This is an optimization exercise on Yosys and OpenROAD, whose aim is small area, not a production implementation.
Where RTL was checked, it was by simulation tests only, not by an equivalence proof against the original.
The clock input has no modelled driver; a real chip could not lean on it and would need a root buffer or a full tree.

==> job 8966 <==
==> flow/design.v <==
module cross_bar_top #(
  parameter BUFFER_SIZE = 5,
  parameter AW          = 3
) (
  input  logic       clk_i,
  input  logic       rstn_i,
  input  logic       ch0_req_valid_i,
  output logic       ch0_req_allowIn_o,
  input  logic [1:0] ch0_req_addr_i,
  input  logic       ch1_req_valid_i,
  output logic       ch1_req_allowIn_o,
  input  logic [1:0] ch1_req_addr_i,
  input  logic       ch2_req_valid_i,
  output logic       ch2_req_allowIn_o,
  input  logic [1:0] ch2_req_addr_i,
  output logic [3:0] bank_grant_valid_o,
  output logic [7:0] bank_grant_ch_o
);
  logic [2:0]  req_valid;
  logic [5:0]  req_addr;
  logic [2:0]  allow;
  logic [11:0] want;      
  logic [11:0] gnt;       
  assign req_valid = {ch2_req_valid_i, ch1_req_valid_i, ch0_req_valid_i};
  assign req_addr  = {ch2_req_addr_i, ch1_req_addr_i, ch0_req_addr_i};
  assign ch0_req_allowIn_o = allow[0];
  assign ch1_req_allowIn_o = allow[1];
  assign ch2_req_allowIn_o = allow[2];
  for (genvar c = 0; c < 3; c++) begin : g_ch
    logic [1:0] addr;
    logic [3:0] cgnt, cwant;
    assign addr = req_addr[2*c +: 2];
    assign cgnt = gnt[4*c +: 4];
    assign want[4*c +: 4] = cwant;
      logic [4:0] x_q, y_q, z_q;
      logic [4:0] x_d, y_d, z_d;
      logic [4:0] occ;
      logic [4:0] srv;         
      logic [5:0] xn, yn, zn;  
      logic       push;
      assign occ      = x_q | y_q;
      assign allow[c] = ~occ[0];
      assign push     = req_valid[c] & ~occ[0];
      logic [3:0] d [5];
      logic [3:0] t [5];
      assign t[0] = cgnt;
      for (genvar i = 0; i < 5; i++) begin : g_dec
        assign d[i][0] = x_q[i] & ~y_q[i] & ~z_q[i];
        assign d[i][1] = x_q[i] & ~y_q[i] &  z_q[i];
        assign d[i][2] = x_q[i] &  y_q[i] & ~z_q[i];
        assign d[i][3] = x_q[i] &  y_q[i] &  z_q[i];
        assign srv[i]  = |(t[i] & d[i]);
        if (i < 4) begin : g_t
          assign t[i+1] = t[i] & ~d[i];
        end
      end
      assign cwant = d[0] | d[1] | d[2] | d[3] | d[4];
      assign xn = {1'b1,    x_q & ~srv};
      assign yn = {addr[1], srv | y_q & (x_q | {occ[3:0], 1'b0})};
      assign zn = {addr[0], z_q};
      assign x_d = push ? xn[5:1] : xn[4:0];
      assign y_d = push ? yn[5:1] : yn[4:0];
      assign z_d = push ? zn[5:1] : zn[4:0];
      always_ff @(posedge clk_i or negedge rstn_i) begin
        if (~rstn_i) begin
          x_q <= '0;
          y_q <= '0;
        end
        else begin
          x_q <= x_d;
          y_q <= y_d;
        end
      end
      always_ff @(posedge clk_i) begin
        z_q <= z_d;
      end
  end
  for (genvar b = 0; b < 4; b++) begin : g_bank
    logic [1:0] ptr_q, ptr_d;
    logic [2:0] r, g;
    logic       p0, p1, p2, gv;
    assign r  = {want[8+b], want[4+b], want[b]};
    assign p1 = ptr_q[0];
    assign p2 = ptr_q[1];
    assign p0 = ~p1 & ~p2;
    assign g[0] = r[0] & ~(r[2] & ~p0) & ~(r[1] & p1);
    assign g[1] = r[1] & ~(r[0] & ~p1) & ~(r[2] & p2);
    assign g[2] = r[2] & ~(r[1] & ~p2) & ~(r[0] & p0);
    assign gv   = |r;
    assign gnt[b]   = g[0];
    assign gnt[4+b] = g[1];
    assign gnt[8+b] = g[2];
    assign ptr_d = gv ? {g[1], g[0]} : ptr_q;
    always_ff @(posedge clk_i or negedge rstn_i) begin
      if (~rstn_i) ptr_q <= 2'd0;
      else         ptr_q <= ptr_d;
    end
    assign bank_grant_valid_o[b]     = gv;
    assign bank_grant_ch_o[2*b +: 2] = {g[2], g[1]};
  end
endmodule
==> flow/flow/run.sh <==
#!/bin/bash
# Own layout flow: the standard ORFS flow (standard.sh), with
#  - an area-oriented ABC mapping script (flow/abc.script) in synthesis,
#  - port buffers of the smallest buffer cell,
#  - clock tree synthesis without dummy loads.
# Every tool's output goes to ORFS's own logs under orfs/logs/, and make's
# output to flow_make.log.
set -euo pipefail
here=$(pwd)
rm -rf "$here/scripts_mod"
cp -r "$FLOW_HOME/scripts" "$here/scripts_mod"
cp "$here/flow/abc.script" "$here/scripts_mod/abc_area.script"
cp "$here/flow/abc.script" "$here/scripts_mod/abc_speed.script"
bash standard.sh \
  "SCRIPTS_DIR=$here/scripts_mod" \
  "BUFFER_PORTS_ARGS=-buffer_cell sky130_fd_sc_hd__buf_1" \
  "CTS_ARGS=-sink_clustering_enable -repair_clock_nets -dont_use_dummy_load" \
  finish > "$here/flow_make.log" 2>&1
==> flow/flow/abc.script <==
strash
ifraig
dc2
dch -f
amap
topo
==> flow/standard.sh <==
#!/bin/bash
# synth_recipe.tcl (not shown) runs the flow's synth.tcl, then flattens the netlist and writes it again
# the make line also repeats each setting of config.mk as NAME=value (left out here)
make -C /OpenROAD-flow-scripts/flow DESIGN_CONFIG=/design/flow/config.mk WORK_HOME=/design/flow/orfs CLKGATE_MAP_FILE= SYNTH_SCRIPT=/design/flow/synth_recipe.tcl "${@:-finish}"
==> flow/config.mk <==
export PLATFORM = sky130hd
export DESIGN_NAME = cross_bar_top
export DESIGN_NICKNAME = cross_bar_top
export VERILOG_FILES = /design/flow/design.v
export SDC_FILE = /design/flow/constraint.sdc
export NUM_CORES = 4
export LEC_CHECK = 0
export ABC_AREA = 1
export CAP_MARGIN = 20
export CORE_MARGIN = 2
export CORE_UTILIZATION = 40
export SLEW_MARGIN = 20
==> flow/constraint.sdc <==
create_clock -name core_clock -period 7.0 [get_ports {clk_i}]
set_input_delay 1.4000 -clock core_clock [delete_from_list [all_inputs] [get_ports {clk_i}]]
set_output_delay 1.4000 -clock core_clock [all_outputs]
set_load 0.01 [all_outputs]
==> inputs of job 2700, as changes to job 8966 <==
--- a/flow/design.v
+++ b/flow/design.v
@@ -35,12 +35,15 @@
       logic [4:0] x_q, y_q, z_q;
       logic [4:0] x_d, y_d, z_d;
       logic [4:0] occ;
+      logic [4:0] tail;        
       logic [4:0] srv;         
       logic [5:0] xn, yn, zn;  
-      logic       push;
-      assign occ      = x_q | y_q;
-      assign allow[c] = ~occ[0];
-      assign push     = req_valid[c] & ~occ[0];
+      logic       ret, push;
+      assign occ           = x_q | y_q;
+      assign tail          = ~occ & {occ[3:0], 1'b1};
+      assign allow[c] = ~occ[4];
+      assign push          = req_valid[c] & ~occ[4];
+      assign ret           = y_q[0] & ~x_q[0];
       logic [3:0] d [5];
       logic [3:0] t [5];
       assign t[0] = cgnt;
@@ -55,12 +58,12 @@
         end
       end
       assign cwant = d[0] | d[1] | d[2] | d[3] | d[4];
-      assign xn = {1'b1,    x_q & ~srv};
-      assign yn = {addr[1], srv | y_q & (x_q | {occ[3:0], 1'b0})};
-      assign zn = {addr[0], z_q};
-      assign x_d = push ? xn[5:1] : xn[4:0];
-      assign y_d = push ? yn[5:1] : yn[4:0];
-      assign z_d = push ? zn[5:1] : zn[4:0];
+      assign xn = {1'b0, x_q & ~srv | {5{push}} & tail};
+      assign yn = {1'b0, y_q | srv | {5{push & addr[1]}} & tail};
+      assign zn = {addr[0], x_q & z_q | ~x_q & {5{addr[0]}}};
+      assign x_d = ret ? xn[5:1] : xn[4:0];
+      assign y_d = ret ? yn[5:1] : yn[4:0];
+      assign z_d = ret ? zn[5:1] : zn[4:0];
       always_ff @(posedge clk_i or negedge rstn_i) begin
         if (~rstn_i) begin
           x_q <= '0;
==> flow/flow/abc.script (replaced) <==
strash
dc2
dch -f
amap
topo
==> inputs of job 9130, as changes to job 8966 <==
==> flow/flow/run.sh (replaced) <==
#!/bin/bash
# Own layout flow: the standard ORFS flow (standard.sh) with
#  - an area-oriented ABC mapping script (flow/abc.script) in synthesis,
#  - port buffers of the smallest buffer cell,
#  - a one-level clock tree (flow/mancts.tcl) in place of TritonCTS: the
#    clock port drives three clkbuf_8, each driving one cluster of registers.
# ORFS writes each tool's output to its own log under orfs/logs/; make's
# output goes to flow_make.log.
set -euo pipefail
here=$(pwd)
rm -rf "$here/scripts_mod"
cp -r "$FLOW_HOME/scripts" "$here/scripts_mod"
cp "$here/flow/abc.script" "$here/scripts_mod/abc_area.script"
cp "$here/flow/abc.script" "$here/scripts_mod/abc_speed.script"
cp "$here/flow/mancts.tcl" "$here/scripts_mod/mancts.tcl"
python3 - "$here/scripts_mod/cts.tcl" <<'PY'
import sys
p = sys.argv[1]
s = open(p).read()
old = "log_cmd clock_tree_synthesis {*}$cts_args\n"
assert s.count(old) == 1
new = ("source $::env(SCRIPTS_DIR)/mancts.tcl\n"
       "man_cts 3 sky130_fd_sc_hd__clkbuf_8\n"
       "set_propagated_clock [all_clocks]\n")
open(p, "w").write(s.replace(old, new))
PY
bash standard.sh \
  "SCRIPTS_DIR=$here/scripts_mod" \
  "BUFFER_PORTS_ARGS=-buffer_cell sky130_fd_sc_hd__buf_1" \
  finish > "$here/flow_make.log" 2>&1
==> flow/flow/abc.script (replaced) <==
strash
ifraig
&get -n
&deepsyn -T 90 -S 7
&put
dch -f
amap
topo
==> flow/flow/mancts.tcl (new file) <==
# A one-level clock tree in place of TritonCTS: the clock port drives K
# buffers directly, and each buffer drives one cluster of registers. The
# clusters come from k-means on the register locations, with each cluster
# holding at most ceil(N/K) registers so that the buffers are evenly loaded.
proc man_cts {k bufname} {
  set block [ord::get_db_block]
  set clknet [$block findNet clk_i]
  set master [[ord::get_db] findMaster $bufname]
  set sinks {}
  foreach it [$clknet getITerms] {
    set bb [[$it getInst] getBBox]
    lappend sinks [list $it [expr {([$bb xMin] + [$bb xMax]) / 2}] [expr {([$bb yMin] + [$bb yMax]) / 2}]]
  }
  set n [llength $sinks]
  set cap [expr {($n + $k - 1) / $k}]
  set sorted [lsort -integer -index 1 $sinks]
  set cs {}
  for {set c 0} {$c < $k} {incr c} {
    set s [lindex $sorted [expr {int(($c + 0.5) * $n / $k)}]]
    lappend cs [list [lindex $s 1] [lindex $s 2]]
  }
  for {set iter 0} {$iter < 30} {incr iter} {
    # capacity-limited assignment, closest pairs first
    set pairs {}
    for {set j 0} {$j < $n} {incr j} {
      set s [lindex $sinks $j]
      for {set c 0} {$c < $k} {incr c} {
        set d [expr {abs([lindex $s 1] - [lindex $cs $c 0]) + abs([lindex $s 2] - [lindex $cs $c 1])}]
        lappend pairs [list $d $j $c]
      }
    }
    set pairs [lsort -real -index 0 $pairs]
    set asg [lrepeat $n -1]
    set cnt [lrepeat $k 0]
    foreach p $pairs {
      lassign $p d j c
      if {[lindex $asg $j] >= 0 || [lindex $cnt $c] >= $cap} { continue }
      lset asg $j $c
      lset cnt $c [expr {[lindex $cnt $c] + 1}]
    }
    set ncs {}
    for {set c 0} {$c < $k} {incr c} {
      set sx 0; set sy 0; set m 0
      foreach s $sinks a $asg {
        if {$a == $c} { incr sx [lindex $s 1]; incr sy [lindex $s 2]; incr m }
      }
      if {$m > 0} { lappend ncs [list [expr {$sx / $m}] [expr {$sy / $m}]] } else { lappend ncs [lindex $cs $c] }
    }
    set cs $ncs
  }
  for {set c 0} {$c < $k} {incr c} {
    set inst [odb::dbInst_create $block $master clkbuf_leaf_$c]
    set net [odb::dbNet_create $block clknet_leaf_$c]
    $net setSigType CLOCK
    [$inst findITerm A] connect $clknet
    [$inst findITerm X] connect $net
    foreach s $sinks a $asg {
      if {$a == $c} {
        set it [lindex $s 0]
        $it disconnect
        $it connect $net
      }
    }
    $inst setLocation [lindex $cs $c 0] [lindex $cs $c 1]
    $inst setPlacementStatus PLACED
    puts "clock buffer $c: [llength [lsearch -all $asg $c]] sinks"
  }
}
Settings changed: CORE_UTILIZATION 40 to 65.
==> inputs of job 8182, as changes to job 8966 <==
==> flow/flow/run.sh (replaced) <==
#!/bin/bash
# Own layout flow: the standard ORFS flow (standard.sh) with
#  - an area-oriented ABC mapping script (flow/abc.script) in synthesis,
#  - port buffers of the smallest buffer cell,
#  - a one-level clock tree (flow/mancts.tcl) in place of TritonCTS: the
#    clock port drives four clkbuf_8, each driving one cluster of registers.
# ORFS writes each tool's output to its own log under orfs/logs/; make's
# output goes to flow_make.log.
set -euo pipefail
here=$(pwd)
rm -rf "$here/scripts_mod"
cp -r "$FLOW_HOME/scripts" "$here/scripts_mod"
cp "$here/flow/abc.script" "$here/scripts_mod/abc_area.script"
cp "$here/flow/abc.script" "$here/scripts_mod/abc_speed.script"
cp "$here/flow/mancts.tcl" "$here/scripts_mod/mancts.tcl"
python3 - "$here/scripts_mod/cts.tcl" <<'PY'
import sys
p = sys.argv[1]
s = open(p).read()
old = "log_cmd clock_tree_synthesis {*}$cts_args\n"
assert s.count(old) == 1
new = ("source $::env(SCRIPTS_DIR)/mancts.tcl\n"
       "man_cts 4 sky130_fd_sc_hd__clkbuf_8\n"
       "set_propagated_clock [all_clocks]\n")
open(p, "w").write(s.replace(old, new))
PY
bash standard.sh \
  "SCRIPTS_DIR=$here/scripts_mod" \
  "BUFFER_PORTS_ARGS=-buffer_cell sky130_fd_sc_hd__buf_1" \
  finish > "$here/flow_make.log" 2>&1
==> flow/flow/abc.script (replaced) <==
strash
ifraig
&get -n
&deepsyn -T 90 -S 7
&put
dch -f
amap
topo
==> flow/flow/mancts.tcl (new file) <==
# A one-level clock tree in place of TritonCTS: the clock port drives K
# buffers directly, and each buffer drives one cluster of registers. The
# clusters come from k-means on the register locations, with each cluster
# holding at most ceil(N/K) registers so that the buffers are evenly loaded.
proc man_cts {k bufname} {
  set block [ord::get_db_block]
  set clknet [$block findNet clk_i]
  set master [[ord::get_db] findMaster $bufname]
  set sinks {}
  foreach it [$clknet getITerms] {
    set bb [[$it getInst] getBBox]
    lappend sinks [list $it [expr {([$bb xMin] + [$bb xMax]) / 2}] [expr {([$bb yMin] + [$bb yMax]) / 2}]]
  }
  set n [llength $sinks]
  set cap [expr {($n + $k - 1) / $k}]
  set sorted [lsort -integer -index 1 $sinks]
  set cs {}
  for {set c 0} {$c < $k} {incr c} {
    set s [lindex $sorted [expr {int(($c + 0.5) * $n / $k)}]]
    lappend cs [list [lindex $s 1] [lindex $s 2]]
  }
  for {set iter 0} {$iter < 30} {incr iter} {
    # capacity-limited assignment, closest pairs first
    set pairs {}
    for {set j 0} {$j < $n} {incr j} {
      set s [lindex $sinks $j]
      for {set c 0} {$c < $k} {incr c} {
        set d [expr {abs([lindex $s 1] - [lindex $cs $c 0]) + abs([lindex $s 2] - [lindex $cs $c 1])}]
        lappend pairs [list $d $j $c]
      }
    }
    set pairs [lsort -real -index 0 $pairs]
    set asg [lrepeat $n -1]
    set cnt [lrepeat $k 0]
    foreach p $pairs {
      lassign $p d j c
      if {[lindex $asg $j] >= 0 || [lindex $cnt $c] >= $cap} { continue }
      lset asg $j $c
      lset cnt $c [expr {[lindex $cnt $c] + 1}]
    }
    set ncs {}
    for {set c 0} {$c < $k} {incr c} {
      set sx 0; set sy 0; set m 0
      foreach s $sinks a $asg {
        if {$a == $c} { incr sx [lindex $s 1]; incr sy [lindex $s 2]; incr m }
      }
      if {$m > 0} { lappend ncs [list [expr {$sx / $m}] [expr {$sy / $m}]] } else { lappend ncs [lindex $cs $c] }
    }
    set cs $ncs
  }
  for {set c 0} {$c < $k} {incr c} {
    set inst [odb::dbInst_create $block $master clkbuf_leaf_$c]
    set net [odb::dbNet_create $block clknet_leaf_$c]
    $net setSigType CLOCK
    [$inst findITerm A] connect $clknet
    [$inst findITerm X] connect $net
    foreach s $sinks a $asg {
      if {$a == $c} {
        set it [lindex $s 0]
        $it disconnect
        $it connect $net
      }
    }
    $inst setLocation [lindex $cs $c 0] [lindex $cs $c 1]
    $inst setPlacementStatus PLACED
    puts "clock buffer $c: [llength [lsearch -all $asg $c]] sinks"
  }
}
==> comparison <==
- Of job 8182 and job 9130, job 8182 has the higher wire length (gap about 1.8%, measured against job 9130).
- Of job 8182 and job 8966, job 8966 has the higher die area (gap 1.2%, measured against job 8966).
- Area after synthesis is the same in job 8182 and job 9130.
- Between job 8966 and job 2700, the lower non-clock buffer count is in job 8966 (gap 2).
- Utilization: job 8182 is higher than job 2700 (0.46 points).
- Maximum frequency: job 9130 < job 8182 < job 2700 < job 8966.
- In synthesized cell count, job 8182 and job 9130 do not differ.
- Count of clock-buffer cells in the layout is the same in job 2700 and job 8966.
For job 2700, only the layout was checked, not whether the RTL still works. In job 9130 and job 8182 the design's own scripts or RTL, not TritonCTS, make the clock network.

afterwards: timing with drivers on the ports:
The results above use ideal ports. As a check the final layouts listed here were re-extracted and re-timed, cells and wires unchanged. Step 1, drivers: a clkbuf_16 drives clk_i and a buf_2 each remaining input, both assumed. Step 2 also shifts input and output timing later by t, the mid clock arrival at the registers, as if the neighbouring blocks saw the same clock. Slacks: no drivers / after step 1 / after step 2; pairs: no drivers / after step 1.
| run | shift t [ns] | setup slack, ns | hold WS [ns] | worst setup path after step 2 | slew at the worst register clock pin (ns) |
|---|---|---|---|---|---|
| job 8966 | 0.321 | 3.053 / 3.024 / 3.345 | 0.478 / 0.478 / 0.478 | register to output | 0.10 / 0.10 |
| job 2700 | 0.334 | 3.016 / 2.987 / 3.320 | 0.542 / 0.542 / 0.542 | register to output | 0.09 / 0.09 |
| job 9130 | 0.210 | 2.501 / 2.454 / 2.664 | 0.500 / 0.500 / 0.500 | register to output | 0.13 / 0.13 |
| job 8182 | 0.207 | 2.786 / 2.725 / 2.931 | 0.512 / 0.512 / 0.512 | register to output | 0.09 / 0.09 |
After both steps every run listed still meets setup and hold.
